This is an optimization exercise on Yosys and OpenROAD, whose aim is small area, a short achievable clock period and few clock cycles, not a production implementation. The RTL was checked by simulation tests, not by an equivalence proof against the original design. No activity file was given, so power comes from the tool's default toggle rates.

File: config.mk
export PLATFORM = sky130hd
export DESIGN_NAME = sys_array_fetcher
export DESIGN_NICKNAME = sys_array_fetcher
export VERILOG_FILES = /design/flow/design.v
export SDC_FILE = /design/flow/constraint.sdc
export NUM_CORES = 4
export LEC_CHECK = 0
export CAP_MARGIN = 20
export CORE_MARGIN = 2
export CORE_UTILIZATION = 40
export SLEW_MARGIN = 20
export SYNTH_HIERARCHICAL = 1
File: constraint.sdc
create_clock -name core_clock -period 6.5 [get_ports {clock}]
set_input_delay 1.3000 -clock core_clock [delete_from_list [all_inputs] [get_ports {clock}]]
set_output_delay 1.3000 -clock core_clock [all_outputs]
set_load 0.01 [all_outputs]
File: design.v
module fa_cell (input a, input b, input c, output s, output co);
assign s = a ^ b ^ c;
assign co = (a & b) | (a & c) | (b & c);
endmodule
module ha_cell (input a, input b, output s, output co);
assign s = a ^ b;
assign co = a & b;
endmodule
module hainv_cell (input a, input b, output s, output co);
assign s = ~(a ^ b);
assign co = a | b;
endmodule
module dot4_s1 (input [31:0] a, input [47:0] sel, output [29:0] cs);
wire s1_1 = a[0] ^ sel[2];
wire s1_2 = a[1] ^ sel[2];
wire s1_3 = a[2] ^ sel[2];
wire s1_4 = a[3] ^ sel[2];
wire s1_5 = a[4] ^ sel[2];
wire s1_6 = a[5] ^ sel[2];
wire s1_7 = a[6] ^ sel[2];
wire s1_8 = a[7] ^ sel[2];
wire s1_9 = ~((sel[0] & s1_1) | (sel[1] & sel[2]));
wire s1_10 = ~((sel[0] & s1_2) | (sel[1] & s1_1));
wire s1_11 = ~((sel[0] & s1_3) | (sel[1] & s1_2));
wire s1_12 = ~((sel[0] & s1_4) | (sel[1] & s1_3));
wire s1_13 = ~((sel[0] & s1_5) | (sel[1] & s1_4));
wire s1_14 = ~((sel[0] & s1_6) | (sel[1] & s1_5));
wire s1_15 = ~((sel[0] & s1_7) | (sel[1] & s1_6));
wire s1_16 = ~((sel[0] & s1_8) | (sel[1] & s1_7));
wire s1_17 = (sel[0] | sel[1]) & s1_8;
wire s1_18 = a[0] ^ sel[5];
wire s1_19 = a[1] ^ sel[5];
wire s1_20 = a[2] ^ sel[5];
wire s1_21 = a[3] ^ sel[5];
wire s1_22 = a[4] ^ sel[5];
wire s1_23 = a[5] ^ sel[5];
wire s1_24 = a[6] ^ sel[5];
wire s1_25 = a[7] ^ sel[5];
wire s1_26 = ~((sel[3] & s1_18) | (sel[4] & sel[5]));
wire s1_27 = ~((sel[3] & s1_19) | (sel[4] & s1_18));
wire s1_28 = ~((sel[3] & s1_20) | (sel[4] & s1_19));
wire s1_29 = ~((sel[3] & s1_21) | (sel[4] & s1_20));
wire s1_30 = ~((sel[3] & s1_22) | (sel[4] & s1_21));
wire s1_31 = ~((sel[3] & s1_23) | (sel[4] & s1_22));
wire s1_32 = ~((sel[3] & s1_24) | (sel[4] & s1_23));
wire s1_33 = ~((sel[3] & s1_25) | (sel[4] & s1_24));
wire s1_34 = (sel[3] | sel[4]) & s1_25;
wire s1_35 = a[0] ^ sel[8];
wire s1_36 = a[1] ^ sel[8];
wire s1_37 = a[2] ^ sel[8];
wire s1_38 = a[3] ^ sel[8];
wire s1_39 = a[4] ^ sel[8];
wire s1_40 = a[5] ^ sel[8];
wire s1_41 = a[6] ^ sel[8];
wire s1_42 = a[7] ^ sel[8];
wire s1_43 = ~((sel[6] & s1_35) | (sel[7] & sel[8]));
wire s1_44 = ~((sel[6] & s1_36) | (sel[7] & s1_35));
wire s1_45 = ~((sel[6] & s1_37) | (sel[7] & s1_36));
wire s1_46 = ~((sel[6] & s1_38) | (sel[7] & s1_37));
wire s1_47 = ~((sel[6] & s1_39) | (sel[7] & s1_38));
wire s1_48 = ~((sel[6] & s1_40) | (sel[7] & s1_39));
wire s1_49 = ~((sel[6] & s1_41) | (sel[7] & s1_40));
wire s1_50 = ~((sel[6] & s1_42) | (sel[7] & s1_41));
wire s1_51 = (sel[6] | sel[7]) & s1_42;
wire s1_52 = a[0] ^ sel[11];
wire s1_53 = a[1] ^ sel[11];
wire s1_54 = a[2] ^ sel[11];
wire s1_55 = a[3] ^ sel[11];
wire s1_56 = a[4] ^ sel[11];
wire s1_57 = a[5] ^ sel[11];
wire s1_58 = a[6] ^ sel[11];
wire s1_59 = a[7] ^ sel[11];
wire s1_60 = ~((sel[9] & s1_52) | (sel[10] & sel[11]));
wire s1_61 = ~((sel[9] & s1_53) | (sel[10] & s1_52));
wire s1_62 = ~((sel[9] & s1_54) | (sel[10] & s1_53));
wire s1_63 = ~((sel[9] & s1_55) | (sel[10] & s1_54));
wire s1_64 = ~((sel[9] & s1_56) | (sel[10] & s1_55));
wire s1_65 = ~((sel[9] & s1_57) | (sel[10] & s1_56));
wire s1_66 = ~((sel[9] & s1_58) | (sel[10] & s1_57));
wire s1_67 = ~((sel[9] & s1_59) | (sel[10] & s1_58));
wire s1_68 = (sel[9] | sel[10]) & s1_59;
wire s1_69 = a[8] ^ sel[14];
wire s1_70 = a[9] ^ sel[14];
wire s1_71 = a[10] ^ sel[14];
wire s1_72 = a[11] ^ sel[14];
wire s1_73 = a[12] ^ sel[14];
wire s1_74 = a[13] ^ sel[14];
wire s1_75 = a[14] ^ sel[14];
wire s1_76 = a[15] ^ sel[14];
wire s1_77 = ~((sel[12] & s1_69) | (sel[13] & sel[14]));
wire s1_78 = ~((sel[12] & s1_70) | (sel[13] & s1_69));
wire s1_79 = ~((sel[12] & s1_71) | (sel[13] & s1_70));
wire s1_80 = ~((sel[12] & s1_72) | (sel[13] & s1_71));
wire s1_81 = ~((sel[12] & s1_73) | (sel[13] & s1_72));
wire s1_82 = ~((sel[12] & s1_74) | (sel[13] & s1_73));
wire s1_83 = ~((sel[12] & s1_75) | (sel[13] & s1_74));
wire s1_84 = ~((sel[12] & s1_76) | (sel[13] & s1_75));
wire s1_85 = (sel[12] | sel[13]) & s1_76;
wire s1_86 = a[8] ^ sel[17];
wire s1_87 = a[9] ^ sel[17];
wire s1_88 = a[10] ^ sel[17];
wire s1_89 = a[11] ^ sel[17];
wire s1_90 = a[12] ^ sel[17];
wire s1_91 = a[13] ^ sel[17];
wire s1_92 = a[14] ^ sel[17];
wire s1_93 = a[15] ^ sel[17];
wire s1_94 = ~((sel[15] & s1_86) | (sel[16] & sel[17]));
wire s1_95 = ~((sel[15] & s1_87) | (sel[16] & s1_86));
wire s1_96 = ~((sel[15] & s1_88) | (sel[16] & s1_87));
wire s1_97 = ~((sel[15] & s1_89) | (sel[16] & s1_88));
wire s1_98 = ~((sel[15] & s1_90) | (sel[16] & s1_89));
wire s1_99 = ~((sel[15] & s1_91) | (sel[16] & s1_90));
wire s1_100 = ~((sel[15] & s1_92) | (sel[16] & s1_91));
wire s1_101 = ~((sel[15] & s1_93) | (sel[16] & s1_92));
wire s1_102 = (sel[15] | sel[16]) & s1_93;
wire s1_103 = a[8] ^ sel[20];
wire s1_104 = a[9] ^ sel[20];
wire s1_105 = a[10] ^ sel[20];
wire s1_106 = a[11] ^ sel[20];
wire s1_107 = a[12] ^ sel[20];
wire s1_108 = a[13] ^ sel[20];
wire s1_109 = a[14] ^ sel[20];
wire s1_110 = a[15] ^ sel[20];
wire s1_111 = ~((sel[18] & s1_103) | (sel[19] & sel[20]));
wire s1_112 = ~((sel[18] & s1_104) | (sel[19] & s1_103));
wire s1_113 = ~((sel[18] & s1_105) | (sel[19] & s1_104));
wire s1_114 = ~((sel[18] & s1_106) | (sel[19] & s1_105));
wire s1_115 = ~((sel[18] & s1_107) | (sel[19] & s1_106));
wire s1_116 = ~((sel[18] & s1_108) | (sel[19] & s1_107));
wire s1_117 = ~((sel[18] & s1_109) | (sel[19] & s1_108));
wire s1_118 = ~((sel[18] & s1_110) | (sel[19] & s1_109));
wire s1_119 = (sel[18] | sel[19]) & s1_110;
wire s1_120 = a[8] ^ sel[23];
wire s1_121 = a[9] ^ sel[23];
wire s1_122 = a[10] ^ sel[23];
wire s1_123 = a[11] ^ sel[23];
wire s1_124 = a[12] ^ sel[23];
wire s1_125 = a[13] ^ sel[23];
wire s1_126 = a[14] ^ sel[23];
wire s1_127 = a[15] ^ sel[23];
wire s1_128 = ~((sel[21] & s1_120) | (sel[22] & sel[23]));
wire s1_129 = ~((sel[21] & s1_121) | (sel[22] & s1_120));
wire s1_130 = ~((sel[21] & s1_122) | (sel[22] & s1_121));
wire s1_131 = ~((sel[21] & s1_123) | (sel[22] & s1_122));
wire s1_132 = ~((sel[21] & s1_124) | (sel[22] & s1_123));
wire s1_133 = ~((sel[21] & s1_125) | (sel[22] & s1_124));
wire s1_134 = ~((sel[21] & s1_126) | (sel[22] & s1_125));
wire s1_135 = ~((sel[21] & s1_127) | (sel[22] & s1_126));
wire s1_136 = (sel[21] | sel[22]) & s1_127;
wire s1_137 = a[16] ^ sel[26];
wire s1_138 = a[17] ^ sel[26];
wire s1_139 = a[18] ^ sel[26];
wire s1_140 = a[19] ^ sel[26];
wire s1_141 = a[20] ^ sel[26];
wire s1_142 = a[21] ^ sel[26];
wire s1_143 = a[22] ^ sel[26];
wire s1_144 = a[23] ^ sel[26];
wire s1_145 = ~((sel[24] & s1_137) | (sel[25] & sel[26]));
wire s1_146 = ~((sel[24] & s1_138) | (sel[25] & s1_137));
wire s1_147 = ~((sel[24] & s1_139) | (sel[25] & s1_138));
wire s1_148 = ~((sel[24] & s1_140) | (sel[25] & s1_139));
wire s1_149 = ~((sel[24] & s1_141) | (sel[25] & s1_140));
wire s1_150 = ~((sel[24] & s1_142) | (sel[25] & s1_141));
wire s1_151 = ~((sel[24] & s1_143) | (sel[25] & s1_142));
wire s1_152 = ~((sel[24] & s1_144) | (sel[25] & s1_143));
wire s1_153 = (sel[24] | sel[25]) & s1_144;
wire s1_154 = a[16] ^ sel[29];
wire s1_155 = a[17] ^ sel[29];
wire s1_156 = a[18] ^ sel[29];
wire s1_157 = a[19] ^ sel[29];
wire s1_158 = a[20] ^ sel[29];
wire s1_159 = a[21] ^ sel[29];
wire s1_160 = a[22] ^ sel[29];
wire s1_161 = a[23] ^ sel[29];
wire s1_162 = ~((sel[27] & s1_154) | (sel[28] & sel[29]));
wire s1_163 = ~((sel[27] & s1_155) | (sel[28] & s1_154));
wire s1_164 = ~((sel[27] & s1_156) | (sel[28] & s1_155));
wire s1_165 = ~((sel[27] & s1_157) | (sel[28] & s1_156));
wire s1_166 = ~((sel[27] & s1_158) | (sel[28] & s1_157));
wire s1_167 = ~((sel[27] & s1_159) | (sel[28] & s1_158));
wire s1_168 = ~((sel[27] & s1_160) | (sel[28] & s1_159));
wire s1_169 = ~((sel[27] & s1_161) | (sel[28] & s1_160));
wire s1_170 = (sel[27] | sel[28]) & s1_161;
wire s1_171 = a[16] ^ sel[32];
wire s1_172 = a[17] ^ sel[32];
wire s1_173 = a[18] ^ sel[32];
wire s1_174 = a[19] ^ sel[32];
wire s1_175 = a[20] ^ sel[32];
wire s1_176 = a[21] ^ sel[32];
wire s1_177 = a[22] ^ sel[32];
wire s1_178 = a[23] ^ sel[32];
wire s1_179 = ~((sel[30] & s1_171) | (sel[31] & sel[32]));
wire s1_180 = ~((sel[30] & s1_172) | (sel[31] & s1_171));
wire s1_181 = ~((sel[30] & s1_173) | (sel[31] & s1_172));
wire s1_182 = ~((sel[30] & s1_174) | (sel[31] & s1_173));
wire s1_183 = ~((sel[30] & s1_175) | (sel[31] & s1_174));
wire s1_184 = ~((sel[30] & s1_176) | (sel[31] & s1_175));
wire s1_185 = ~((sel[30] & s1_177) | (sel[31] & s1_176));
wire s1_186 = ~((sel[30] & s1_178) | (sel[31] & s1_177));
wire s1_187 = (sel[30] | sel[31]) & s1_178;
wire s1_188 = a[16] ^ sel[35];
wire s1_189 = a[17] ^ sel[35];
wire s1_190 = a[18] ^ sel[35];
wire s1_191 = a[19] ^ sel[35];
wire s1_192 = a[20] ^ sel[35];
wire s1_193 = a[21] ^ sel[35];
wire s1_194 = a[22] ^ sel[35];
wire s1_195 = a[23] ^ sel[35];
wire s1_196 = ~((sel[33] & s1_188) | (sel[34] & sel[35]));
wire s1_197 = ~((sel[33] & s1_189) | (sel[34] & s1_188));
wire s1_198 = ~((sel[33] & s1_190) | (sel[34] & s1_189));
wire s1_199 = ~((sel[33] & s1_191) | (sel[34] & s1_190));
wire s1_200 = ~((sel[33] & s1_192) | (sel[34] & s1_191));
wire s1_201 = ~((sel[33] & s1_193) | (sel[34] & s1_192));
wire s1_202 = ~((sel[33] & s1_194) | (sel[34] & s1_193));
wire s1_203 = ~((sel[33] & s1_195) | (sel[34] & s1_194));
wire s1_204 = (sel[33] | sel[34]) & s1_195;
wire s1_205 = a[24] ^ sel[38];
wire s1_206 = a[25] ^ sel[38];
wire s1_207 = a[26] ^ sel[38];
wire s1_208 = a[27] ^ sel[38];
wire s1_209 = a[28] ^ sel[38];
wire s1_210 = a[29] ^ sel[38];
wire s1_211 = a[30] ^ sel[38];
wire s1_212 = a[31] ^ sel[38];
wire s1_213 = ~((sel[36] & s1_205) | (sel[37] & sel[38]));
wire s1_214 = ~((sel[36] & s1_206) | (sel[37] & s1_205));
wire s1_215 = ~((sel[36] & s1_207) | (sel[37] & s1_206));
wire s1_216 = ~((sel[36] & s1_208) | (sel[37] & s1_207));
wire s1_217 = ~((sel[36] & s1_209) | (sel[37] & s1_208));
wire s1_218 = ~((sel[36] & s1_210) | (sel[37] & s1_209));
wire s1_219 = ~((sel[36] & s1_211) | (sel[37] & s1_210));
wire s1_220 = ~((sel[36] & s1_212) | (sel[37] & s1_211));
wire s1_221 = (sel[36] | sel[37]) & s1_212;
wire s1_222 = a[24] ^ sel[41];
wire s1_223 = a[25] ^ sel[41];
wire s1_224 = a[26] ^ sel[41];
wire s1_225 = a[27] ^ sel[41];
wire s1_226 = a[28] ^ sel[41];
wire s1_227 = a[29] ^ sel[41];
wire s1_228 = a[30] ^ sel[41];
wire s1_229 = a[31] ^ sel[41];
wire s1_230 = ~((sel[39] & s1_222) | (sel[40] & sel[41]));
wire s1_231 = ~((sel[39] & s1_223) | (sel[40] & s1_222));
wire s1_232 = ~((sel[39] & s1_224) | (sel[40] & s1_223));
wire s1_233 = ~((sel[39] & s1_225) | (sel[40] & s1_224));
wire s1_234 = ~((sel[39] & s1_226) | (sel[40] & s1_225));
wire s1_235 = ~((sel[39] & s1_227) | (sel[40] & s1_226));
wire s1_236 = ~((sel[39] & s1_228) | (sel[40] & s1_227));
wire s1_237 = ~((sel[39] & s1_229) | (sel[40] & s1_228));
wire s1_238 = (sel[39] | sel[40]) & s1_229;
wire s1_239 = a[24] ^ sel[44];
wire s1_240 = a[25] ^ sel[44];
wire s1_241 = a[26] ^ sel[44];
wire s1_242 = a[27] ^ sel[44];
wire s1_243 = a[28] ^ sel[44];
wire s1_244 = a[29] ^ sel[44];
wire s1_245 = a[30] ^ sel[44];
wire s1_246 = a[31] ^ sel[44];
wire s1_247 = ~((sel[42] & s1_239) | (sel[43] & sel[44]));
wire s1_248 = ~((sel[42] & s1_240) | (sel[43] & s1_239));
wire s1_249 = ~((sel[42] & s1_241) | (sel[43] & s1_240));
wire s1_250 = ~((sel[42] & s1_242) | (sel[43] & s1_241));
wire s1_251 = ~((sel[42] & s1_243) | (sel[43] & s1_242));
wire s1_252 = ~((sel[42] & s1_244) | (sel[43] & s1_243));
wire s1_253 = ~((sel[42] & s1_245) | (sel[43] & s1_244));
wire s1_254 = ~((sel[42] & s1_246) | (sel[43] & s1_245));
wire s1_255 = (sel[42] | sel[43]) & s1_246;
wire s1_256 = a[24] ^ sel[47];
wire s1_257 = a[25] ^ sel[47];
wire s1_258 = a[26] ^ sel[47];
wire s1_259 = a[27] ^ sel[47];
wire s1_260 = a[28] ^ sel[47];
wire s1_261 = a[29] ^ sel[47];
wire s1_262 = a[30] ^ sel[47];
wire s1_263 = a[31] ^ sel[47];
wire s1_264 = ~((sel[45] & s1_256) | (sel[46] & sel[47]));
wire s1_265 = ~((sel[45] & s1_257) | (sel[46] & s1_256));
wire s1_266 = ~((sel[45] & s1_258) | (sel[46] & s1_257));
wire s1_267 = ~((sel[45] & s1_259) | (sel[46] & s1_258));
wire s1_268 = ~((sel[45] & s1_260) | (sel[46] & s1_259));
wire s1_269 = ~((sel[45] & s1_261) | (sel[46] & s1_260));
wire s1_270 = ~((sel[45] & s1_262) | (sel[46] & s1_261));
wire s1_271 = ~((sel[45] & s1_263) | (sel[46] & s1_262));
wire s1_272 = (sel[45] | sel[46]) & s1_263;
wire s1_273, s1_274;
fa_cell s1_273_u (.a(~sel[26]), .b(~sel[14]), .c(~sel[2]), .s(s1_273), .co(s1_274));
wire s1_275, s1_276;
fa_cell s1_275_u (.a(s1_77), .b(s1_9), .c(~sel[38]), .s(s1_275), .co(s1_276));
wire s1_277, s1_278;
fa_cell s1_277_u (.a(s1_273), .b(s1_213), .c(s1_145), .s(s1_277), .co(s1_278));
wire s1_279, s1_280;
hainv_cell s1_279_u (.a(s1_277), .b(s1_275), .s(s1_279), .co(s1_280));
wire s1_281, s1_282;
fa_cell s1_281_u (.a(s1_146), .b(s1_78), .c(s1_10), .s(s1_281), .co(s1_282));
wire s1_283, s1_284;
fa_cell s1_283_u (.a(s1_276), .b(s1_274), .c(s1_214), .s(s1_283), .co(s1_284));
wire s1_285, s1_286;
fa_cell s1_285_u (.a(s1_280), .b(s1_278), .c(s1_281), .s(s1_285), .co(s1_286));
wire s1_287, s1_288;
hainv_cell s1_287_u (.a(s1_285), .b(s1_283), .s(s1_287), .co(s1_288));
wire s1_289, s1_290;
fa_cell s1_289_u (.a(~sel[29]), .b(~sel[17]), .c(~sel[5]), .s(s1_289), .co(s1_290));
wire s1_291, s1_292;
fa_cell s1_291_u (.a(s1_26), .b(s1_11), .c(~sel[41]), .s(s1_291), .co(s1_292));
wire s1_293, s1_294;
fa_cell s1_293_u (.a(s1_147), .b(s1_94), .c(s1_79), .s(s1_293), .co(s1_294));
wire s1_295, s1_296;
fa_cell s1_295_u (.a(s1_230), .b(s1_215), .c(s1_162), .s(s1_295), .co(s1_296));
wire s1_297, s1_298;
fa_cell s1_297_u (.a(s1_291), .b(s1_282), .c(s1_289), .s(s1_297), .co(s1_298));
wire s1_299, s1_300;
fa_cell s1_299_u (.a(s1_284), .b(s1_295), .c(s1_293), .s(s1_299), .co(s1_300));
wire s1_301, s1_302;
fa_cell s1_301_u (.a(s1_299), .b(s1_286), .c(s1_297), .s(s1_301), .co(s1_302));
wire s1_303, s1_304;
hainv_cell s1_303_u (.a(s1_301), .b(s1_288), .s(s1_303), .co(s1_304));
wire s1_305, s1_306;
fa_cell s1_305_u (.a(s1_80), .b(s1_27), .c(s1_12), .s(s1_305), .co(s1_306));
wire s1_307, s1_308;
fa_cell s1_307_u (.a(s1_163), .b(s1_148), .c(s1_95), .s(s1_307), .co(s1_308));
wire s1_309, s1_310;
fa_cell s1_309_u (.a(s1_290), .b(s1_231), .c(s1_216), .s(s1_309), .co(s1_310));
wire s1_311, s1_312;
fa_cell s1_311_u (.a(s1_296), .b(s1_294), .c(s1_292), .s(s1_311), .co(s1_312));
wire s1_313, s1_314;
fa_cell s1_313_u (.a(s1_309), .b(s1_307), .c(s1_305), .s(s1_313), .co(s1_314));
wire s1_315, s1_316;
fa_cell s1_315_u (.a(s1_313), .b(s1_311), .c(s1_298), .s(s1_315), .co(s1_316));
wire s1_317, s1_318;
fa_cell s1_317_u (.a(s1_302), .b(s1_315), .c(s1_300), .s(s1_317), .co(s1_318));
wire s1_319, s1_320;
hainv_cell s1_319_u (.a(s1_317), .b(s1_304), .s(s1_319), .co(s1_320));
wire s1_321, s1_322;
fa_cell s1_321_u (.a(~sel[32]), .b(~sel[20]), .c(~sel[8]), .s(s1_321), .co(s1_322));
wire s1_323, s1_324;
fa_cell s1_323_u (.a(s1_28), .b(s1_13), .c(~sel[44]), .s(s1_323), .co(s1_324));
wire s1_325, s1_326;
fa_cell s1_325_u (.a(s1_96), .b(s1_81), .c(s1_43), .s(s1_325), .co(s1_326));
wire s1_327, s1_328;
fa_cell s1_327_u (.a(s1_164), .b(s1_149), .c(s1_111), .s(s1_327), .co(s1_328));
wire s1_329, s1_330;
fa_cell s1_329_u (.a(s1_232), .b(s1_217), .c(s1_179), .s(s1_329), .co(s1_330));
wire s1_331, s1_332;
fa_cell s1_331_u (.a(s1_306), .b(s1_321), .c(s1_247), .s(s1_331), .co(s1_332));
wire s1_333, s1_334;
fa_cell s1_333_u (.a(s1_325), .b(s1_323), .c(s1_308), .s(s1_333), .co(s1_334));
wire s1_335, s1_336;
fa_cell s1_335_u (.a(s1_310), .b(s1_329), .c(s1_327), .s(s1_335), .co(s1_336));
wire s1_337, s1_338;
fa_cell s1_337_u (.a(s1_333), .b(s1_331), .c(s1_312), .s(s1_337), .co(s1_338));
wire s1_339, s1_340;
fa_cell s1_339_u (.a(s1_337), .b(s1_335), .c(s1_314), .s(s1_339), .co(s1_340));
wire s1_341, s1_342;
fa_cell s1_341_u (.a(s1_318), .b(s1_339), .c(s1_316), .s(s1_341), .co(s1_342));
wire s1_343, s1_344;
fa_cell s1_343_u (.a(s1_44), .b(s1_29), .c(s1_14), .s(s1_343), .co(s1_344));
wire s1_345, s1_346;
fa_cell s1_345_u (.a(s1_112), .b(s1_97), .c(s1_82), .s(s1_345), .co(s1_346));
wire s1_347, s1_348;
fa_cell s1_347_u (.a(s1_180), .b(s1_165), .c(s1_150), .s(s1_347), .co(s1_348));
wire s1_349, s1_350;
fa_cell s1_349_u (.a(s1_248), .b(s1_233), .c(s1_218), .s(s1_349), .co(s1_350));
wire s1_351, s1_352;
fa_cell s1_351_u (.a(s1_326), .b(s1_324), .c(s1_322), .s(s1_351), .co(s1_352));
wire s1_353, s1_354;
fa_cell s1_353_u (.a(s1_343), .b(s1_330), .c(s1_328), .s(s1_353), .co(s1_354));
wire s1_355, s1_356;
fa_cell s1_355_u (.a(s1_349), .b(s1_347), .c(s1_345), .s(s1_355), .co(s1_356));
wire s1_357, s1_358;
fa_cell s1_357_u (.a(s1_351), .b(s1_334), .c(s1_332), .s(s1_357), .co(s1_358));
wire s1_359, s1_360;
fa_cell s1_359_u (.a(s1_336), .b(s1_355), .c(s1_353), .s(s1_359), .co(s1_360));
wire s1_361, s1_362;
fa_cell s1_361_u (.a(s1_359), .b(s1_338), .c(s1_357), .s(s1_361), .co(s1_362));
wire s1_363, s1_364;
hainv_cell s1_363_u (.a(s1_361), .b(s1_340), .s(s1_363), .co(s1_364));
wire s1_365, s1_366;
fa_cell s1_365_u (.a(~sel[35]), .b(~sel[23]), .c(~sel[11]), .s(s1_365), .co(s1_366));
wire s1_367, s1_368;
fa_cell s1_367_u (.a(s1_30), .b(s1_15), .c(~sel[47]), .s(s1_367), .co(s1_368));
wire s1_369, s1_370;
fa_cell s1_369_u (.a(s1_83), .b(s1_60), .c(s1_45), .s(s1_369), .co(s1_370));
wire s1_371, s1_372;
fa_cell s1_371_u (.a(s1_128), .b(s1_113), .c(s1_98), .s(s1_371), .co(s1_372));
wire s1_373, s1_374;
fa_cell s1_373_u (.a(s1_181), .b(s1_166), .c(s1_151), .s(s1_373), .co(s1_374));
wire s1_375, s1_376;
fa_cell s1_375_u (.a(s1_234), .b(s1_219), .c(s1_196), .s(s1_375), .co(s1_376));
wire s1_377, s1_378;
fa_cell s1_377_u (.a(s1_365), .b(s1_264), .c(s1_249), .s(s1_377), .co(s1_378));
wire s1_379, s1_380;
fa_cell s1_379_u (.a(s1_348), .b(s1_346), .c(s1_344), .s(s1_379), .co(s1_380));
wire s1_381, s1_382;
fa_cell s1_381_u (.a(s1_369), .b(s1_367), .c(s1_350), .s(s1_381), .co(s1_382));
wire s1_383, s1_384;
fa_cell s1_383_u (.a(s1_375), .b(s1_373), .c(s1_371), .s(s1_383), .co(s1_384));
wire s1_385, s1_386;
fa_cell s1_385_u (.a(s1_354), .b(s1_352), .c(s1_377), .s(s1_385), .co(s1_386));
wire s1_387, s1_388;
fa_cell s1_387_u (.a(s1_381), .b(s1_379), .c(s1_356), .s(s1_387), .co(s1_388));
wire s1_389, s1_390;
fa_cell s1_389_u (.a(s1_385), .b(s1_358), .c(s1_383), .s(s1_389), .co(s1_390));
wire s1_391, s1_392;
fa_cell s1_391_u (.a(s1_389), .b(s1_387), .c(s1_360), .s(s1_391), .co(s1_392));
wire s1_393, s1_394;
hainv_cell s1_393_u (.a(s1_364), .b(s1_362), .s(s1_393), .co(s1_394));
wire s1_395, s1_396;
fa_cell s1_395_u (.a(s1_46), .b(s1_31), .c(s1_16), .s(s1_395), .co(s1_396));
wire s1_397, s1_398;
fa_cell s1_397_u (.a(s1_99), .b(s1_84), .c(s1_61), .s(s1_397), .co(s1_398));
wire s1_399, s1_400;
fa_cell s1_399_u (.a(s1_152), .b(s1_129), .c(s1_114), .s(s1_399), .co(s1_400));
wire s1_401, s1_402;
fa_cell s1_401_u (.a(s1_197), .b(s1_182), .c(s1_167), .s(s1_401), .co(s1_402));
wire s1_403, s1_404;
fa_cell s1_403_u (.a(s1_250), .b(s1_235), .c(s1_220), .s(s1_403), .co(s1_404));
wire s1_405, s1_406;
fa_cell s1_405_u (.a(s1_368), .b(s1_366), .c(s1_265), .s(s1_405), .co(s1_406));
wire s1_407, s1_408;
fa_cell s1_407_u (.a(s1_374), .b(s1_372), .c(s1_370), .s(s1_407), .co(s1_408));
wire s1_409, s1_410;
fa_cell s1_409_u (.a(s1_397), .b(s1_395), .c(s1_376), .s(s1_409), .co(s1_410));
wire s1_411, s1_412;
fa_cell s1_411_u (.a(s1_403), .b(s1_401), .c(s1_399), .s(s1_411), .co(s1_412));
wire s1_413, s1_414;
fa_cell s1_413_u (.a(s1_382), .b(s1_380), .c(s1_378), .s(s1_413), .co(s1_414));
wire s1_415, s1_416;
fa_cell s1_415_u (.a(s1_407), .b(s1_405), .c(s1_384), .s(s1_415), .co(s1_416));
wire s1_417, s1_418;
fa_cell s1_417_u (.a(s1_386), .b(s1_411), .c(s1_409), .s(s1_417), .co(s1_418));
wire s1_419, s1_420;
fa_cell s1_419_u (.a(s1_388), .b(s1_415), .c(s1_413), .s(s1_419), .co(s1_420));
wire s1_421, s1_422;
fa_cell s1_421_u (.a(s1_419), .b(s1_390), .c(s1_417), .s(s1_421), .co(s1_422));
wire s1_423, s1_424;
hainv_cell s1_423_u (.a(s1_421), .b(s1_392), .s(s1_423), .co(s1_424));
wire s1_425, s1_426;
fa_cell s1_425_u (.a(s1_47), .b(s1_32), .c(s1_17), .s(s1_425), .co(s1_426));
wire s1_427, s1_428;
fa_cell s1_427_u (.a(s1_100), .b(s1_85), .c(s1_62), .s(s1_427), .co(s1_428));
wire s1_429, s1_430;
fa_cell s1_429_u (.a(s1_153), .b(s1_130), .c(s1_115), .s(s1_429), .co(s1_430));
wire s1_431, s1_432;
fa_cell s1_431_u (.a(s1_198), .b(s1_183), .c(s1_168), .s(s1_431), .co(s1_432));
wire s1_433, s1_434;
fa_cell s1_433_u (.a(s1_251), .b(s1_236), .c(s1_221), .s(s1_433), .co(s1_434));
wire s1_435, s1_436;
fa_cell s1_435_u (.a(s1_398), .b(s1_396), .c(s1_266), .s(s1_435), .co(s1_436));
wire s1_437, s1_438;
fa_cell s1_437_u (.a(s1_404), .b(s1_402), .c(s1_400), .s(s1_437), .co(s1_438));
wire s1_439, s1_440;
fa_cell s1_439_u (.a(s1_429), .b(s1_427), .c(s1_425), .s(s1_439), .co(s1_440));
wire s1_441, s1_442;
fa_cell s1_441_u (.a(s1_406), .b(s1_433), .c(s1_431), .s(s1_441), .co(s1_442));
wire s1_443, s1_444;
fa_cell s1_443_u (.a(s1_412), .b(s1_410), .c(s1_408), .s(s1_443), .co(s1_444));
wire s1_445, s1_446;
fa_cell s1_445_u (.a(s1_439), .b(s1_437), .c(s1_435), .s(s1_445), .co(s1_446));
wire s1_447, s1_448;
fa_cell s1_447_u (.a(s1_441), .b(s1_416), .c(s1_414), .s(s1_447), .co(s1_448));
wire s1_449, s1_450;
fa_cell s1_449_u (.a(s1_418), .b(s1_445), .c(s1_443), .s(s1_449), .co(s1_450));
wire s1_451, s1_452;
fa_cell s1_451_u (.a(s1_449), .b(s1_447), .c(s1_420), .s(s1_451), .co(s1_452));
wire s1_453, s1_454;
fa_cell s1_453_u (.a(s1_63), .b(s1_48), .c(s1_33), .s(s1_453), .co(s1_454));
wire s1_455, s1_456;
fa_cell s1_455_u (.a(s1_131), .b(s1_116), .c(s1_101), .s(s1_455), .co(s1_456));
wire s1_457, s1_458;
fa_cell s1_457_u (.a(s1_199), .b(s1_184), .c(s1_169), .s(s1_457), .co(s1_458));
wire s1_459, s1_460;
fa_cell s1_459_u (.a(s1_267), .b(s1_252), .c(s1_237), .s(s1_459), .co(s1_460));
wire s1_461, s1_462;
fa_cell s1_461_u (.a(s1_430), .b(s1_428), .c(s1_426), .s(s1_461), .co(s1_462));
wire s1_463, s1_464;
fa_cell s1_463_u (.a(s1_453), .b(s1_434), .c(s1_432), .s(s1_463), .co(s1_464));
wire s1_465, s1_466;
fa_cell s1_465_u (.a(s1_459), .b(s1_457), .c(s1_455), .s(s1_465), .co(s1_466));
wire s1_467, s1_468;
fa_cell s1_467_u (.a(s1_440), .b(s1_438), .c(s1_436), .s(s1_467), .co(s1_468));
wire s1_469, s1_470;
fa_cell s1_469_u (.a(s1_465), .b(s1_463), .c(s1_461), .s(s1_469), .co(s1_470));
wire s1_471, s1_472;
fa_cell s1_471_u (.a(s1_467), .b(s1_444), .c(s1_442), .s(s1_471), .co(s1_472));
wire s1_473, s1_474;
fa_cell s1_473_u (.a(s1_448), .b(s1_469), .c(s1_446), .s(s1_473), .co(s1_474));
wire s1_475, s1_476;
fa_cell s1_475_u (.a(s1_473), .b(s1_450), .c(s1_471), .s(s1_475), .co(s1_476));
wire s1_477, s1_478;
assign s1_477 = s1_49 ^ s1_34;
assign s1_478 = s1_49 & s1_34;
wire s1_479, s1_480;
fa_cell s1_479_u (.a(s1_117), .b(s1_102), .c(s1_64), .s(s1_479), .co(s1_480));
wire s1_481, s1_482;
fa_cell s1_481_u (.a(s1_185), .b(s1_170), .c(s1_132), .s(s1_481), .co(s1_482));
wire s1_483, s1_484;
fa_cell s1_483_u (.a(s1_253), .b(s1_238), .c(s1_200), .s(s1_483), .co(s1_484));
wire s1_485, s1_486;
fa_cell s1_485_u (.a(s1_456), .b(s1_454), .c(s1_268), .s(s1_485), .co(s1_486));
wire s1_487, s1_488;
fa_cell s1_487_u (.a(s1_477), .b(s1_460), .c(s1_458), .s(s1_487), .co(s1_488));
wire s1_489, s1_490;
fa_cell s1_489_u (.a(s1_483), .b(s1_481), .c(s1_479), .s(s1_489), .co(s1_490));
wire s1_491, s1_492;
fa_cell s1_491_u (.a(s1_466), .b(s1_464), .c(s1_462), .s(s1_491), .co(s1_492));
wire s1_493, s1_494;
fa_cell s1_493_u (.a(s1_489), .b(s1_487), .c(s1_485), .s(s1_493), .co(s1_494));
wire s1_495, s1_496;
fa_cell s1_495_u (.a(s1_470), .b(s1_491), .c(s1_468), .s(s1_495), .co(s1_496));
wire s1_497, s1_498;
fa_cell s1_497_u (.a(s1_495), .b(s1_472), .c(s1_493), .s(s1_497), .co(s1_498));
wire s1_499, s1_500;
hainv_cell s1_499_u (.a(s1_497), .b(s1_474), .s(s1_499), .co(s1_500));
wire s1_501, s1_502;
assign s1_501 = s1_65 ^ s1_50;
assign s1_502 = s1_65 & s1_50;
wire s1_503, s1_504;
fa_cell s1_503_u (.a(s1_186), .b(s1_133), .c(s1_118), .s(s1_503), .co(s1_504));
wire s1_505, s1_506;
fa_cell s1_505_u (.a(s1_269), .b(s1_254), .c(s1_201), .s(s1_505), .co(s1_506));
wire s1_507, s1_508;
fa_cell s1_507_u (.a(s1_482), .b(s1_480), .c(s1_478), .s(s1_507), .co(s1_508));
wire s1_509, s1_510;
fa_cell s1_509_u (.a(s1_503), .b(s1_501), .c(s1_484), .s(s1_509), .co(s1_510));
wire s1_511, s1_512;
fa_cell s1_511_u (.a(s1_488), .b(s1_486), .c(s1_505), .s(s1_511), .co(s1_512));
wire s1_513, s1_514;
fa_cell s1_513_u (.a(s1_509), .b(s1_507), .c(s1_490), .s(s1_513), .co(s1_514));
wire s1_515, s1_516;
fa_cell s1_515_u (.a(s1_494), .b(s1_511), .c(s1_492), .s(s1_515), .co(s1_516));
wire s1_517, s1_518;
fa_cell s1_517_u (.a(s1_515), .b(s1_496), .c(s1_513), .s(s1_517), .co(s1_518));
wire s1_519, s1_520;
hainv_cell s1_519_u (.a(s1_517), .b(s1_498), .s(s1_519), .co(s1_520));
wire s1_521, s1_522;
fa_cell s1_521_u (.a(s1_119), .b(s1_66), .c(s1_51), .s(s1_521), .co(s1_522));
wire s1_523, s1_524;
fa_cell s1_523_u (.a(s1_202), .b(s1_187), .c(s1_134), .s(s1_523), .co(s1_524));
wire s1_525, s1_526;
fa_cell s1_525_u (.a(s1_502), .b(s1_270), .c(s1_255), .s(s1_525), .co(s1_526));
wire s1_527, s1_528;
fa_cell s1_527_u (.a(s1_521), .b(s1_506), .c(s1_504), .s(s1_527), .co(s1_528));
wire s1_529, s1_530;
fa_cell s1_529_u (.a(s1_510), .b(s1_508), .c(s1_523), .s(s1_529), .co(s1_530));
wire s1_531, s1_532;
fa_cell s1_531_u (.a(s1_512), .b(s1_527), .c(s1_525), .s(s1_531), .co(s1_532));
wire s1_533, s1_534;
fa_cell s1_533_u (.a(s1_531), .b(s1_514), .c(s1_529), .s(s1_533), .co(s1_534));
wire s1_535, s1_536;
fa_cell s1_535_u (.a(s1_518), .b(s1_533), .c(s1_516), .s(s1_535), .co(s1_536));
wire s1_537, s1_538;
assign s1_537 = s1_135 ^ s1_67;
assign s1_538 = s1_135 & s1_67;
wire s1_539, s1_540;
fa_cell s1_539_u (.a(s1_522), .b(s1_271), .c(s1_203), .s(s1_539), .co(s1_540));
wire s1_541, s1_542;
fa_cell s1_541_u (.a(s1_526), .b(s1_537), .c(s1_524), .s(s1_541), .co(s1_542));
wire s1_543, s1_544;
fa_cell s1_543_u (.a(s1_530), .b(s1_539), .c(s1_528), .s(s1_543), .co(s1_544));
wire s1_545, s1_546;
fa_cell s1_545_u (.a(s1_543), .b(s1_532), .c(s1_541), .s(s1_545), .co(s1_546));
wire s1_547, s1_548;
hainv_cell s1_547_u (.a(s1_545), .b(s1_534), .s(s1_547), .co(s1_548));
wire s1_549, s1_550;
fa_cell s1_549_u (.a(s1_204), .b(s1_136), .c(s1_68), .s(s1_549), .co(s1_550));
wire s1_551, s1_552;
fa_cell s1_551_u (.a(s1_549), .b(s1_538), .c(s1_272), .s(s1_551), .co(s1_552));
wire s1_553, s1_554;
fa_cell s1_553_u (.a(s1_542), .b(s1_551), .c(s1_540), .s(s1_553), .co(s1_554));
wire s1_555, s1_556;
fa_cell s1_555_u (.a(s1_546), .b(s1_553), .c(s1_544), .s(s1_555), .co(s1_556));
wire s1_557 = s1_552 ^ s1_550 ^ 1'b0;
assign cs[0] = s1_279;
assign cs[1] = s1_287;
assign cs[2] = s1_303;
assign cs[3] = s1_319;
assign cs[4] = s1_320;
assign cs[5] = s1_341;
assign cs[6] = s1_363;
assign cs[7] = s1_342;
assign cs[8] = s1_391;
assign cs[9] = s1_393;
assign cs[10] = s1_394;
assign cs[11] = s1_423;
assign cs[12] = s1_422;
assign cs[13] = s1_424;
assign cs[14] = s1_451;
assign cs[15] = s1_452;
assign cs[16] = s1_475;
assign cs[17] = s1_476;
assign cs[18] = s1_499;
assign cs[19] = s1_500;
assign cs[20] = s1_519;
assign cs[21] = s1_520;
assign cs[22] = s1_535;
assign cs[23] = s1_547;
assign cs[24] = s1_536;
assign cs[25] = s1_548;
assign cs[26] = s1_555;
assign cs[27] = s1_557;
assign cs[28] = s1_554;
assign cs[29] = s1_556;
endmodule
module dot4_s2 (input [29:0] cs, output [15:0] y);
wire s2_1, s2_2;
fa_cell s2_1_u (.a(cs[14]), .b(cs[13]), .c(cs[12]), .s(s2_1), .co(s2_2));
wire s2_3, s2_4;
hainv_cell s2_3_u (.a(cs[16]), .b(cs[15]), .s(s2_3), .co(s2_4));
wire s2_5, s2_6;
hainv_cell s2_5_u (.a(cs[18]), .b(cs[17]), .s(s2_5), .co(s2_6));
wire s2_7, s2_8;
hainv_cell s2_7_u (.a(cs[20]), .b(cs[19]), .s(s2_7), .co(s2_8));
wire s2_9, s2_10;
hainv_cell s2_9_u (.a(cs[22]), .b(cs[21]), .s(s2_9), .co(s2_10));
wire s2_11, s2_12;
hainv_cell s2_11_u (.a(cs[24]), .b(cs[23]), .s(s2_11), .co(s2_12));
wire s2_13, s2_14;
hainv_cell s2_13_u (.a(cs[26]), .b(cs[25]), .s(s2_13), .co(s2_14));
wire s2_15 = cs[29] ^ cs[28] ^ cs[27];
wire [11:0] r0 = {~s2_14, ~s2_12, ~s2_10, ~s2_8, ~s2_6, ~s2_4, ~s2_3, ~s2_1, ~cs[10], ~cs[8], ~cs[6], ~cs[4]};
wire [11:0] r1 = {~s2_15, ~s2_13, ~s2_11, ~s2_9, ~s2_7, ~s2_5, ~s2_2, 1'b0, ~cs[11], ~cs[9], ~cs[7], ~cs[5]};
assign y = {r0 + r1, ~cs[3], ~cs[2], ~cs[1], ~cs[0]};
endmodule
module sys_array_fetcher
#(parameter DATA_WIDTH=8,
parameter ARRAY_W=4,
parameter ARRAY_L=4)
(input  clock,
    input  reset_n,
    input  load_params,
    input  start_comp,
    input  [DATA_WIDTH*ARRAY_W*ARRAY_L - 1:0] input_data_a,
    input  [DATA_WIDTH*ARRAY_W*ARRAY_L - 1:0] input_data_b,
    output reg ready,
    output [2*DATA_WIDTH*ARRAY_W*ARRAY_W-1:0] out_data);
localparam CSW = 30;
reg [191:0] sel;                  
wire [191:0] sel_next;
reg [16*CSW-1:0] cs;              
wire [16*CSW-1:0] cs_next;
genvar i, j;
generate
    for (i = 0; i < 64; i = i + 1) begin : booth
        wire b1 = input_data_b[2*i+1];
        wire b0 = input_data_b[2*i];
        wire bm;
        if (i % 4 == 0) begin : lsb
            assign bm = 1'b0;
        end else begin : mid
            assign bm = input_data_b[2*i-1];
        end
        assign sel_next[3*i]   = b0 ^ bm;
        assign sel_next[3*i+1] = (b1 & ~b0 & ~bm) | (~b1 & b0 & bm);
        assign sel_next[3*i+2] = b1 & ~(b0 & bm);
    end
endgenerate
generate
    for (i = 0; i < 4; i = i + 1) begin : row
        for (j = 0; j < 4; j = j + 1) begin : col
            dot4_s1 s1 (.a(input_data_a[32*j +: 32]), .sel(sel[48*i +: 48]),
                        .cs(cs_next[CSW*(4*i+j) +: CSW]));
            dot4_s2 s2 (.cs(cs[CSW*(4*i+j) +: CSW]), .y(out_data[16*(4*i+j) +: 16]));
        end
    end
endgenerate
always @(posedge clock) begin
    if (~reset_n) begin
        sel <= 192'd0;
        ready <= 1'b0;
    end else begin
        if (load_params) sel <= sel_next;
        if (start_comp) ready <= 1'b1;
    end
    if (start_comp) cs <= cs_next;
end
endmodule
File: flow/run.sh
#!/bin/bash
# The standard ORFS layout (the standard.sh, standard synthesis included),
# except that the input and output ports are buffered with buf_4 cells
# instead of buffer_ports' default choice.
set -euo pipefail
export BUFFER_PORTS_ARGS="-buffer_cell sky130_fd_sc_hd__buf_4"
bash standard.sh finish > standard.log 2>&1
File: standard.sh
#!/bin/bash
# synth_recipe.tcl (not shown) runs the flow's synth.tcl, then flattens the netlist and writes it again
# the make line also repeats each setting of config.mk as NAME=value (left out here)
make -C /OpenROAD-flow-scripts/flow DESIGN_CONFIG=/design/flow/config.mk WORK_HOME=/design/flow/orfs CLKGATE_MAP_FILE= SYNTH_SCRIPT=/design/flow/synth_recipe.tcl "${@:-finish}"
==> run summary, run 1 <==
- Detailed Place HPWL: 363000 µm
- Depth of the most critical reg-to-reg path: 9
- Via count of the first global-routing pass: 98500
- Most common cell after layout, fill and taps aside: fa_1
- Signal arrival time at the worst endpoint: 3830 ps
- Share of total power in the clock network: 10.0%
- Worst min-delay path category: reg -> reg
- Synthesized flop and latch total: 673
- Number of unique standard cell types used by synthesis: 50
- Transition time at the pin with the least slew margin: 1280 ps
- Outcome: complete, no violations
- Worst reg-to-reg setup slack: 1440 ps
- Wire length per cell after detailed routing: approximately 27 µm
- Number of port buffers: 516
- Via density per instance: 5.78
- Clock buffer count from CTS: 98
- Family with the most delay on the worst path: adder cells
- Net Count, Synth: 15800
- CP cell instances: fa_1 -> inv_1 -> ha_1 -> and3b_1 -> o2111ai_1 -> o21ai_0 -> a21oi_1 -> xnor2_1 -> buf_4
- Most frequently used flop master after synthesis: edfxtp_1
- GRT overflow: 0
- CTS resizes: 0
- Power per standard cell area: 411 nW/µm²
- Post-route cell area: 135000 µm²
- Crit-path slowest cell: fa_1
- Clk sink count: 673
- Fillers: 31900
- Die area: about 330000 µm²
- Worst-case clock skew: 45.5 ps
- Total standard cell area after synthesis: 130000 µm²
- Worst-path fanout max: 4
- Instance area at placement: 132000 µm²
- Number of remaining DRC errors: 0
- Final RePlAce weighted congestion: 0.938
- Proportion of power drawn by combinational gates: 73.5%
- Sequential Power Share: 16.5%
- Number of enable-type register cells in the synthesized netlist: 480
- Top-Level Pins: 517
- Number of nets in the finished design: 15200
- Die Height: 575 µm
- Net switching power: 26.6 mW
- Share of flip-flops with an asynchronous set or reset: 0%
- Global-route usage over all layers: 27.4%
- Warnings, synthesis: 7
- Worst hold endpoint: sel[152]$_SDFFE_PN0P_
- Total power after layout: 55.6 mW
- Startpoint of the worst register-to-register path: sel[56]$_SDFFE_PN0P_
- Worst Path Buf+Inv: 2
- Delay of the slowest critical-path stage: 530 ps
- Insertion delay to the later sink of the worst-skew pair: between 800 and 900 ps
- Placeable core region: 324000 µm²
- Via Count: between 90000 and 100k
- Commonest cells after routing, fill and taps aside: fa_1, xor2_1, inv_1, a22oi_1, buf_4
- Max Fclk: 195 MHz
- Beginning of the worst hold path: sel[152]$_SDFFE_PN0P_
- Count of final max-slew check failures: 0
- Relative slew margins: about 15%
- Post-Syn Area per Cell: 10.1 µm²
- H-tree depth reported by CTS: 3
- Buffer cell driving the clock tree root: clkbuf_16
- Sum of negative setup slack: 0 ps
- Startpoint type of the worst setup path: flop
- Share of the clock period used by the worst path: 79.0%
- Post-CTS repair timing setup buffer count: 0
- Pint: roughly 29 mW
- Die X: between 500 and 600 µm
- Initial core utilization: between 40% and 50%
- Fraction of final layout cells with drive strength greater than 1: under 10%
- Sort of element at the end of the critical path: output port
- Antenna violations before repair: 36
- Endpoints failing hold: 0
- Clk pin slew, worst setup/hold paths: 60 ps
- Bufs on Longest Clock Path: 4
- Endpoint of the worst register-to-register path: cs[164]$_DFFE_PP_
- Number of stages on the worst hold path: 2
- Leakage power: between 50 and 60 nW
- Count of nets left with antenna violations after detail routing: 0
- Minimum period implied by the final worst setup slack: ~5000 ps
- Kind of critical path: reg -> out
- Largest voltage drop on the vdd net: 0.556 mV
- Iteration-0 DRC count of the detailed router: 11800
- Maximum Capacitance Violations: 0
- Routed WL: about 460000 µm
- Global-route wire length before repair: 670000 µm
- Pin count of the biggest net entering global routing: 124
- Share of total power consumed by net switching: between 40% and 50%
- Setup repair after global routing missed its margin: no
- Post-cts hold buffer count: 0
- Clock tree from TritonCTS: done
- Number of cell rows: 209
- CP Data Required Time: 5200 ps
- Stages on the worst setup path: 9
- Number of instances in the synthesized netlist: 12900
- Number of search-and-repair iterations in the first detailed-routing pass: 8
- Total setup violations reported at the end of the flow: 0
- Post-synthesis to final-layout area growth: 3.83%
- Sequential-to-total area share from yosys stat: 14.0%
[Yosys stat by module, one instance, submodules excluded]
module	times used	flops+latches
fa_cell	2080	0
dot4_s2	16	0
sys_array_fetcher	1	673
dot4_s1	16	0
hainv_cell	256	0
[stage by stage]
step	setup WS, ps	hold slack [ps]	std cells	utilization [%]
2_1_floorplan	1490	478	12900	-
3_3_place_gp	1030	466	16500	40.7
3_5_place_dp	1020	472	16500	40.7
4_1_cts	1310	480	16700	41.7
5_1_grt	1160	505	16700	41.7
6_report	1370	478	16700	41.7
[power by group through the flow]
stage | registers, mW | clock network [mW] | logic, mW
5_1_grt | 9.34 | 5.85 | 46.1
3_5_place_dp | 9.26 | 0 | 41.1
4_1_cts | 9.19 | 5.72 | 41.4
6_report | 9.20 | 5.56 | 40.9
3_3_place_gp | 9.27 | 0 | 40.8
2_1_floorplan | 8.61 | 0 | 35.2
[tightest hold or removal path, delay by kind of cell, from the launching register on]
family           cells  cell delay, ps
flip-flops           1             310
AO/OA/AOI/OAI        1              70
AND/OR/NAND/NOR      1              60
[synthesized netlist by cell type (32+ instances only)]
library cell  number  area (µm²)
a211oi_1          32         240
a21boi_0          75         563
a21o_1            32         240
a21oi_1          320        1600
a221o_1          112        1120
a22oi_1         1712       12900
a31oi_1           80         500
buf_1            272        1020
buf_2            112         561
buf_4            482        3620
buf_6            361        4070
clkbuf_1         232         871
dfxtp_1          193        3860
edfxtp_1         480       14400
fa_1            2096       42000
ha_1             512        6410
inv_1           1728        6490
inv_2             48         180
mux2i_1          112        1120
nand2_1           64         240
nand2b_1          64         400
nand3b_1         128         961
nor2_1           496        1860
nor2b_1          304        1900
nor3_1            32         160
o21a_1            33         248
o21ai_0          202        1010
o21ai_1           86         430
o22ai_1          128         801
or3b_2            48         420
xnor2_1          336        2940
xor2_1          1744       15300
[logic make-up (layout without fill, tap and decap cells)]
family,Yosys count,in the layout,share of synthesized area (%)
muxes,112,112,0.860
DFF,673,673,14.0
other,0,26,0
and+or+nand+nor,1248,1248,5.25
AOI/OAI and AO/OA,2929,2929,15.8
buffers and inverters,3239,2734,12.9
xor gates and xnor gates,2080,2080,14.0
adders and majority gates,2608,2608,37.1
[final cells by class]
| class | count | area, µm² | area share, % |
|---|---|---|---|
| antenna | 26 | 65.1 | 0.0481 |
| clock buffer | 133 | 2790 | 2.06 |
| clock inverter | 46 | 450 | 0.333 |
| inverter | 1776 | 6670 | 4.93 |
| multi-input combinational | 8977 | 95200 | 70.3 |
| sequential | 673 | 18400 | 13.6 |
| tap | 4325 | 5410 | 4.00 |
| timing repair buffer | 779 | 6330 | 4.68 |
[how the worst max path moves through the flow]
| stage | from | to | slack, ps |
|---|---|---|---|
| floorplan | input_data_a[119] | cs[116]$_DFFE_PP_ | 1490 |
| global placement | input_data_a[109] | cs[221]$_DFFE_PP_ | 1030 |
| detailed placement | input_data_a[106] | cs[112]$_DFFE_PP_ | 1020 |
| CTS | cs[14]$_DFFE_PP_ | out_data[15] | 1310 |
| global route | cs[14]$_DFFE_PP_ | out_data[15] | 1160 |
| finish | cs[14]$_DFFE_PP_ | out_data[15] | 1370 |
[flip-flops by register name (all words and copies together), names as in the netlist]
signal  cells
sel       192
ready       1
cs        480
[layer usage]
metal / GRT usage (%) / wire length, µm
met3: 6.05 / 46900
met5: 0 / 129
met1: 35.6 / 179000
met2: 41.9 / 203000
met4: 16.1 / 30800
Testbench counts, summed over its fixed seeds: cycles 584.
==> run 2, diff against run 1 <==
--- a/config.mk
+++ b/config.mk
@@ -9,4 +9,5 @@
 export CORE_MARGIN = 2
 export CORE_UTILIZATION = 40
+export SETUP_SLACK_MARGIN = 1.5
 export SLEW_MARGIN = 20
 export SYNTH_HIERARCHICAL = 1
==> run 2 against run 1 <==
Still clean. Die area is the same. Utilization grew 0.065 points. Clock-buffer cell count shrank 2. Register-to-register slack gained 160 ps. Wire length grew 4.6%. Final cell count is essentially flat. Largest power group unchanged.
==> run summary, run 2 <==
- Outcome: complete, no violations
- Number of unique standard cell types used by synthesis: 50 (unchanged)
- Count of nets left with antenna violations after detail routing: 0 (unchanged)
- Clk pin slew, worst setup/hold paths: 60 ps (about the same)
- Area share of xor/xnor cells in the synthesized design: 14.0% (unchanged)
- Transition time at the pin with the least slew margin: 1270 ps (-7.62 ps)
- Share of the clock period used by the worst path: 75.4% (-3.6 points)
- Largest registers in the final layout: cs: 480 flops, sel: 192 flops, ready: 1 flops
- Die area: 330000 µm² (unchanged)
- Number of cells after detailed placement: 16500 (-0.024%)
- Pin count of the biggest net entering global routing: 138 (+11%)
- Synthesized flop and latch total: 673 (unchanged)
- Most common cell type on the critical path: fa_1
- Post-Synth Adder-Cell Area: 37.1% (unchanged)
- Commonest cells after routing, fill and taps aside: fa_1, xor2_1, inv_1, a22oi_1, buf_4
- Crit-path slowest cell: dfxtp_1
- Routed WL: 481000 µm (+4.6%)
- Global-route wire length before repair: 693000 µm (+3.6%)
- CP Data Required Time: 7120 ps (+1920 ps)
- Mux contribution to synthesized area: 0.860% (unchanged)
- Synth Area in Compound Gates: 15.8% (unchanged)
- Count of final max-slew check failures: 0 (unchanged)
- Worst min-delay path category: reg -> reg
- Antenna violations before repair: 37 (+2.8%)
- Initial core utilization: 40.2% (unchanged)
- Dominant cell by count in the synthesized netlist: fa_1
- Register with the most flip-flops: cs
- Wire length per cell after detailed routing: 28.8 µm (+4.6%)
- H-tree depth reported by CTS: 3 (unchanged)
- Fillers: 31800 (-0.24%)
- Area of the multi-input gates: 95300 µm² (+0.15%)
- Endpoints failing hold: 0 (unchanged)
- Flip-flop count of the largest register, all copies and words added: 480 (unchanged)
- Worst Path Buf+Inv: 3 (+1)
- Bufs on Longest Clock Path: 4 (unchanged)
- Sequential-to-total area share from yosys stat: 14.0% (unchanged)
- Most frequently used flop master after synthesis: edfxtp_1
- Number of enable-type register cells in the synthesized netlist: 480 (unchanged)
- Number of nets in the finished design: 15200 (-0.020%)
- GRT overflow: 0 (unchanged)
- Number of remaining DRC errors: 0 (unchanged)
- Sum of negative setup slack: 0 ps (unchanged)
- Min setup slack post-route: 1600 ps (+233 ps)
- Number of port buffers: 516 (unchanged)
- Via density per instance: 5.84 (+1.1%)
- Post-synthesis to final-layout area growth: 3.99%
- Simple-Gate Fraction of Synth Area: 5.25% (unchanged)
- Relative slew margins: 15.5% (+0.51 points)
- Iteration-0 DRC count of the detailed router: 12600 (+7.2%)
- Global-route usage over all layers: 28.7% (+1.3 points)
- Setup repair after global routing missed its margin: no
- Kind of critical path: reg -> reg
- Minimum period implied by the final worst setup slack: 4900 ps (-233 ps)
- CP cell instances: buf_4 -> nor2_1 -> nor2_1 -> fa_1 -> fa_1 -> fa_1 -> fa_1 -> fa_1 -> inv_1 -> ha_1 -> inv_1
- Net Count, Synth: 15800 (unchanged)
- Worst-path fanout max: 18 (+14)
- Delay of the slowest critical-path stage: 1040 ps (+510 ps)
- Maximum Capacitance Violations: 0 (unchanged)
- Max Fclk: 204 MHz (+4.8%)
- Combinational family with the most area after synthesis: adder cells
- Cells taking the most area after synthesis: fa_1, xor2_1, edfxtp_1, a22oi_1, inv_1
- Number of cell rows: 209 (unchanged)
- Total standard cell area after synthesis: 130000 µm² (unchanged)
- Signal arrival time at the worst endpoint: 5520 ps (+1690 ps)
- Post-cts hold buffer count: 0 (unchanged)
- Startpoint type of the worst setup path: flop
- Die Height: 575 µm (unchanged)
- Non-filler cells in the finished layout: 16700 (-0.042%)
- Number of instances in the synthesized netlist: 12900 (unchanged)
- Leakage power: 53.0 nW (+0.11%)
- Worst-case setup slack after placement: 911 ps (-112 ps)
- Buffer cell driving the clock tree root: clkbuf_16
- Detailed Place HPWL: 362000 µm (-0.53%)
- Via count of the first global-routing pass: 98700 (+0.19%)
- Clock tree from TritonCTS: done
- Worst-case clock skew: 71.0 ps (+25.5 ps)
- Share of flip-flops with an asynchronous set or reset: 0% (unchanged)
- Instance area at placement: 132000 µm² (about the same)
- Die X: 575 µm (unchanged)
- Top-Level Pins: 517 (unchanged)
- Insertion delay to the later sink of the worst-skew pair: 870 ps (+20 ps)
- Via Count: 97700 (+1.0%)
- Post-Syn Area per Cell: 10.1 µm² (unchanged)
- Sort of element at the end of the critical path: flop
- Most frequent cells after synthesis: fa_1, xor2_1, inv_1
- Clk sink count: 673 (unchanged)
- Placeable core region: 324000 µm² (unchanged)
- Most common cell after layout, fill and taps aside: fa_1
- Final RePlAce weighted congestion: 0.952 (+1.6%)
- Warnings, synthesis: 7 (unchanged)
- Family with the most delay on the worst path: adder cells
- Post-route cell area: 136000 µm² (+0.16%)
- Worst hold slack: 481 ps (+3.17 ps)
- Power per standard cell area: 418 nW/µm² (+1.7%)
- Leading area contributor after synthesis: fa_1
- Clock buffer count from CTS: 99 (+1.0%)
- Number of search-and-repair iterations in the first detailed-routing pass: 9 (+1)
- Total setup violations reported at the end of the flow: 0 (unchanged)
- Fraction of synthesized cell area taken by the top area cell type: 32.2% (unchanged)
- Largest voltage drop on the vdd net: 0.586 mV (+5.4%)
- Sequential cell area in the final layout: 18500 µm² (+0.52%)
- Fraction of final layout cells with drive strength greater than 1: 10.1% (+0.70 points)
## run 2: cell types whose count changed in the layout (fill, tap and decap cells not counted), sizes merged
cell | before | now
clkinvlp | 1 | 5
clkbuf | 133 | 131
bufinv | 7 | 8
buf | 779 | 775
inv | 1788 | 1782
clkinv | 26 | 31
diode | 26 | 21
## run 2: worst paths after layout
kind                                      startpoint                    to  slack, ps  cells after the start
worst min-delay path            sel[59]$_SDFFE_PN0P_  sel[59]$_SDFFE_PN0P_        480                      2
worst min register to register  sel[59]$_SDFFE_PN0P_  sel[59]$_SDFFE_PN0P_        480                      2
worst max-delay path            sel[25]$_SDFFE_PN0P_      cs[48]$_DFFE_PP_       1600                     11
worst max register to register  sel[25]$_SDFFE_PN0P_      cs[48]$_DFFE_PP_       1600                     11
## run 2: final cells by class
type	instances	share of cell area, %
multi-input combinational	8977	70.3
sequential	673	13.7
inverter	1776	4.92
timing repair buffer	775	4.54
tap	4325	3.99
clock buffer	131	2.13
clock inverter	50	0.371
antenna	21	0.0388
## run 2: cells by family (layout without fill, tap and decap cells)
group,Yosys count,after routing
multiplexers,112,112
AO/OA/AOI/OAI,2929,2929
other,0,21
buffers and inverters,3239,2732
flip-flops,673,673
adder cells (fa/ha/maj),2608,2608
AND/OR/NAND/NOR,1248,1248
XOR/XNOR,2080,2080
## run 2: per-layer routing
metal	GRT usage, %	share of wire [%]
met1	38.3	40
met3	8.36	12
met4	15.3	6.5
met5	0.344	0.070
met2	41.8	42
## run 2: per-module statistics from Yosys (local to each module, per instance)
module             times used  cell area, µm²  flip-flops and latches
hainv_cell                256            27.5                       0
fa_cell                  2080            20.0                       0
sys_array_fetcher           1           23200                     673
dot4_s1                    16            3020                       0
dot4_s2                    16             629                       0
## run 2: through the flow
stage	utilization [%]	power, mW
6_report	41.8	56.7
5_1_grt	41.8	62.4
4_1_cts	41.8	57.0
3_5_place_dp	40.7	50.7
3_3_place_gp	40.7	50.3
2_1_floorplan	-	43.9
## run 2: worst min-delay path, cell delays in order, from the launching register on
cell	delay, ps
dfxtp_2	310
nand2b_1	60
a21boi_0	70
## run 2: power breakdown
| group | internal (mW) | switching, mW |
|---|---|---|
| Sequential | 8.10 | 1.30 |
| Combinational | 17.7 | 23.7 |
| Clock | 3.45 | 2.40 |
## run 2: timing repair
action,4_1_cts,5_1_grt
buffers inserted,0,0
setup endpoints to repair,5,64
gates resized for setup,5,23
==> run 3, diff against run 2 <==
--- a/config.mk
+++ b/config.mk
@@ -9,5 +9,5 @@
 export CORE_MARGIN = 2
 export CORE_UTILIZATION = 40
-export SETUP_SLACK_MARGIN = 1.5
+export SETUP_SLACK_MARGIN = 2.2
 export SLEW_MARGIN = 20
 export SYNTH_HIERARCHICAL = 1
==> run 3 against run 2 <==
Fmax rose by 9.4%. Via count rose by 3.7%. Sequential cell count did not move. Setup slack improved by 420 ps. Register-to-register slack improved by 620 ps. Area after synthesis did not move. Total power rose by 13%. First-iteration DRC count rose by 15%. Critical path depth did not move. Final cell count rose by 1.7%.
==> run summary, run 3 <==
- Outcome: complete, no violations
- Most common cell type on the critical path: inv_1
- Antenna violations before repair: 53 (+43%)
- Share of flip-flops with an asynchronous set or reset: 0% (unchanged)
- Number of stages on the worst hold path: 1 (-1)
- Worst reg-to-reg setup slack: 2220 ps (+620 ps)
- Count of nets left with antenna violations after detail routing: 0 (unchanged)
- Wire length per cell after detailed routing: 31.5 µm (+9.6%)
- Sum of negative setup slack: 0 ps (unchanged)
- Largest registers in the final layout: cs: 480 flops, sel: 192 flops, ready: 1 flops
- Number of enable-type register cells in the synthesized netlist: 480 (unchanged)
- Clock tree from TritonCTS: done
- Insertion delay to the later sink of the worst-skew pair: 800 ps (-70 ps)
- Fraction of synthesized cell area taken by the top area cell type: 32.2% (unchanged)
- Initial core utilization: 40.2% (unchanged)
- Fraction of final layout cells with drive strength greater than 1: 24.1% (+14 points)
- Flip-flop count of the largest register, all copies and words added: 480 (unchanged)
- Kind of critical path: reg -> out
- Largest voltage drop on the vdd net: 0.546 mV (-6.8%)
- Commonest cells after routing, fill and taps aside: inv_1, a22oi_1, xor2_1, fa_1
- Clock buffer count from CTS: 88 (-11%)
- Placeable core region: 324000 µm² (unchanged)
- Clk pin slew, worst setup/hold paths: 70 ps (about the same)
- Delay of the slowest critical-path stage: 470 ps (-570 ps)
- Total setup violations reported at the end of the flow: 0 (unchanged)
- Final RePlAce weighted congestion: 0.947 (-0.50%)
- Worst hold endpoint: ready$_SDFFE_PN0P_
- GRT overflow: 0 (unchanged)
- Top-Level Pins: 517 (unchanged)
- Post-cts hold buffer count: 0 (unchanged)
- Transition time at the pin with the least slew margin: 1110 ps (-155 ps)
- Most common cell after layout, fill and taps aside: inv_1
- Routed WL: 536000 µm (+11%)
- Detailed Place HPWL: 377000 µm (+4.2%)
- Family with the most delay on the worst path: adder cells
- Iteration-0 DRC count of the detailed router: 14600 (+15%)
- Global-route wire length before repair: 737000 µm (+6.2%)
- Worst Path Buf+Inv: 4 (+1)
- Synthesized flop and latch total: 673 (unchanged)
- Beginning of the worst hold path: ready$_SDFFE_PN0P_
- Startpoint type of the worst setup path: flop
- Sort of element at the end of the critical path: output port
- Number of cell rows: 209 (unchanged)
- Minimum period implied by the final worst setup slack: 4480 ps (-422 ps)
- Die area: 330000 µm² (unchanged)
- Warnings, synthesis: 7 (unchanged)
- Maximum Capacitance Violations: 0 (unchanged)
- Post-Syn Area per Cell: 10.1 µm² (unchanged)
- CP cell instances: inv_1 -> ha_1 -> inv_1 -> inv_1 -> ha_4 -> and3b_2 -> o2111ai_2 -> o21ai_2 -> a21oi_4 -> xnor2_4 -> buf_6
- Bufs on Longest Clock Path: 3 (-1)
- Leakage power: 56.4 nW (+6.3%)
- Max Fclk: 223 MHz (+9.4%)
- Number of port buffers: 516 (unchanged)
- Buffer cell driving the clock tree root: clkbuf_16
- Startpoint of the worst register-to-register path: sel[129]$_SDFFE_PN0P_
- Register with the most flip-flops: cs
- Clk sink count: 673 (unchanged)
- Dominant cell by count in the synthesized netlist: fa_1
- Net Count, Synth: 15800 (unchanged)
- H-tree depth reported by CTS: 3 (unchanged)
- Pin count of the biggest net entering global routing: 149 (+8.0%)
- Number of remaining DRC errors: 0 (unchanged)
- Number of instances in the synthesized netlist: 12900 (unchanged)
- Via density per instance: 5.95 (+1.9%)
- Total standard cell area after synthesis: 130000 µm² (unchanged)
- Most frequent cells after synthesis: fa_1, xor2_1, inv_1
- Count of final max-slew check failures: 0 (unchanged)
- Worst-path fanout max: 5 (-13)
- Endpoints failing hold: 0 (unchanged)
- Die X: 575 µm (unchanged)
- Post-synthesis to final-layout area growth: 14.0%
- Worst-case clock skew: 39.4 ps (-31.6 ps)
- Number of unique standard cell types used by synthesis: 50 (unchanged)
- Global-route usage over all layers: 31.2% (+2.5 points)
- Endpoint of the worst register-to-register path: cs[350]$_DFFE_PP_
- Worst min-delay path category: reg -> reg
- Depth of the most critical reg-to-reg path: 10 (-1)
- Number of nets in the finished design: 15400 (+1.8%)
- Power per standard cell area: 431 nW/µm² (+3.2%)
- Most frequently used flop master after synthesis: edfxtp_1
- Cells taking the most area after synthesis: fa_1, xor2_1, edfxtp_1, a22oi_1, inv_1
- Number of search-and-repair iterations in the first detailed-routing pass: 10 (+1)
- Fillers: 30500 (-4.2%)
- Via Count: 101000 (+3.7%)
- Leading area contributor after synthesis: fa_1
- Die Height: 575 µm (unchanged)
- Sequential-to-total area share from yosys stat: 14.0% (unchanged)
- Setup repair after global routing missed its margin: yes
- Worst hold slack: 493 ps (+11.9 ps)
- Crit-path slowest cell: xnor2_4
- Signal arrival time at the worst endpoint: 3180 ps (-2340 ps)
- Share of the clock period used by the worst path: 68.9% (-6.5 points)
- CP Data Required Time: 5200 ps (-1920 ps)
- Relative slew margins: 25.3% (+9.8 points)
- Via count of the first global-routing pass: 101000 (+2.6%)
## run 3: cell counts after synthesis
No cell type changed its count.
## run 3: area by class of cell
type	instances	area [µm²]	area share, %
clock inverters	63	708	0.477
multi-input cells	8977	102000	68.9
clock buffers	100	2320	1.56
inverters	1776	6670	4.49
diodes	40	100	0.0674
well taps	4325	5410	3.64
repair buffers	1061	12100	8.13
flip-flops and latches	673	18800	12.7
## run 3: modules after synthesis (local to each module, per instance)
module             copies in the design  cells inside  flip-flops and latches  cell area, µm²
hainv_cell                          256             5                       0            27.5
sys_array_fetcher                     1          1321                     673           23200
dot4_s1                              16           417                       0            3020
fa_cell                            2080             1                       0            20.0
dot4_s2                              16            96                       0             629
## run 3: logic make-up after synthesis
| group | share of synthesized area (%) |
|---|---|
| simple gates | 5.25 |
| mux | 0.860 |
| fa+ha+maj | 37.1 |
| flops | 14.0 |
| buf+inv | 12.9 |
| xor+xnor | 14.0 |
| compound gates | 15.8 |
## run 3: power by group
group,leakage (nW),internal [mW],switching (mW)
clock,1.49,3.00,2.40
combinational,48.7,22.2,27.3
sequential,6.13,8.08,1.15
## run 3: worst max path at each step
stage,from,cells past startpoint,endpoint
2_1_floorplan,input_data_a[11],12,cs[251]$_DFFE_PP_
5_1_grt,cs[288]$_DFFE_PP_,11,out_data[159]
3_3_place_gp,input_data_a[113],11,cs[101]$_DFFE_PP_
3_5_place_dp,input_data_a[108],11,cs[101]$_DFFE_PP_
6_report,cs[288]$_DFFE_PP_,11,out_data[159]
4_1_cts,cs[288]$_DFFE_PP_,11,out_data[159]
## run 3: layer usage
layer	track usage (%)	share of wire (%)
met2	46.3	43
met1	39.7	37
met5	0	0.045
met4	19.1	7.4
met3	9.86	13
## run 3: per-stage QoR
stage          power, mW  cell area (µm²)  std cells  setup slack, ps  util, %
2_1_floorplan       45.6           135000      12900             1720        -
3_3_place_gp        52.8           136000      16600             1120     41.9
3_5_place_dp        53.2           136000      16600             1160     41.9
4_1_cts             61.9           144000      16900             1870     44.3
5_1_grt             69.3           148000      17000             1860     45.8
6_report            64.1           149000      17000             2020     45.8
## run 3: timing repair
item | in CTS | in global routing
setup buffers | 156 | 106
setup endpoints to repair | 466 | 223
resized for setup | 675 | 703
pin swaps | 133 | 163

[what the ideal ports hide]
The results above use ideal ports. As a check the final layouts listed here were re-extracted and re-timed, cells and wires unchanged. Step 1, drivers: a clkbuf_16 drives clock and a buf_2 each remaining input, both assumed. Step 2 also shifts input and output timing later by t, the mid clock arrival at the registers, as if the neighbouring blocks saw the same clock. Slacks: ideal / step 1 / step 2; pairs: ideal / step 1.
run | t (ns) | setup WS [ns]
run 1 | 0.937 | 1.366 / 1.258 / 0.864
run 2 | 0.957 | 1.599 / 1.509 / 0.784
run 3 | 0.883 | 2.021 / 1.915 / 1.318
After both steps setup and hold are still met in every run listed.
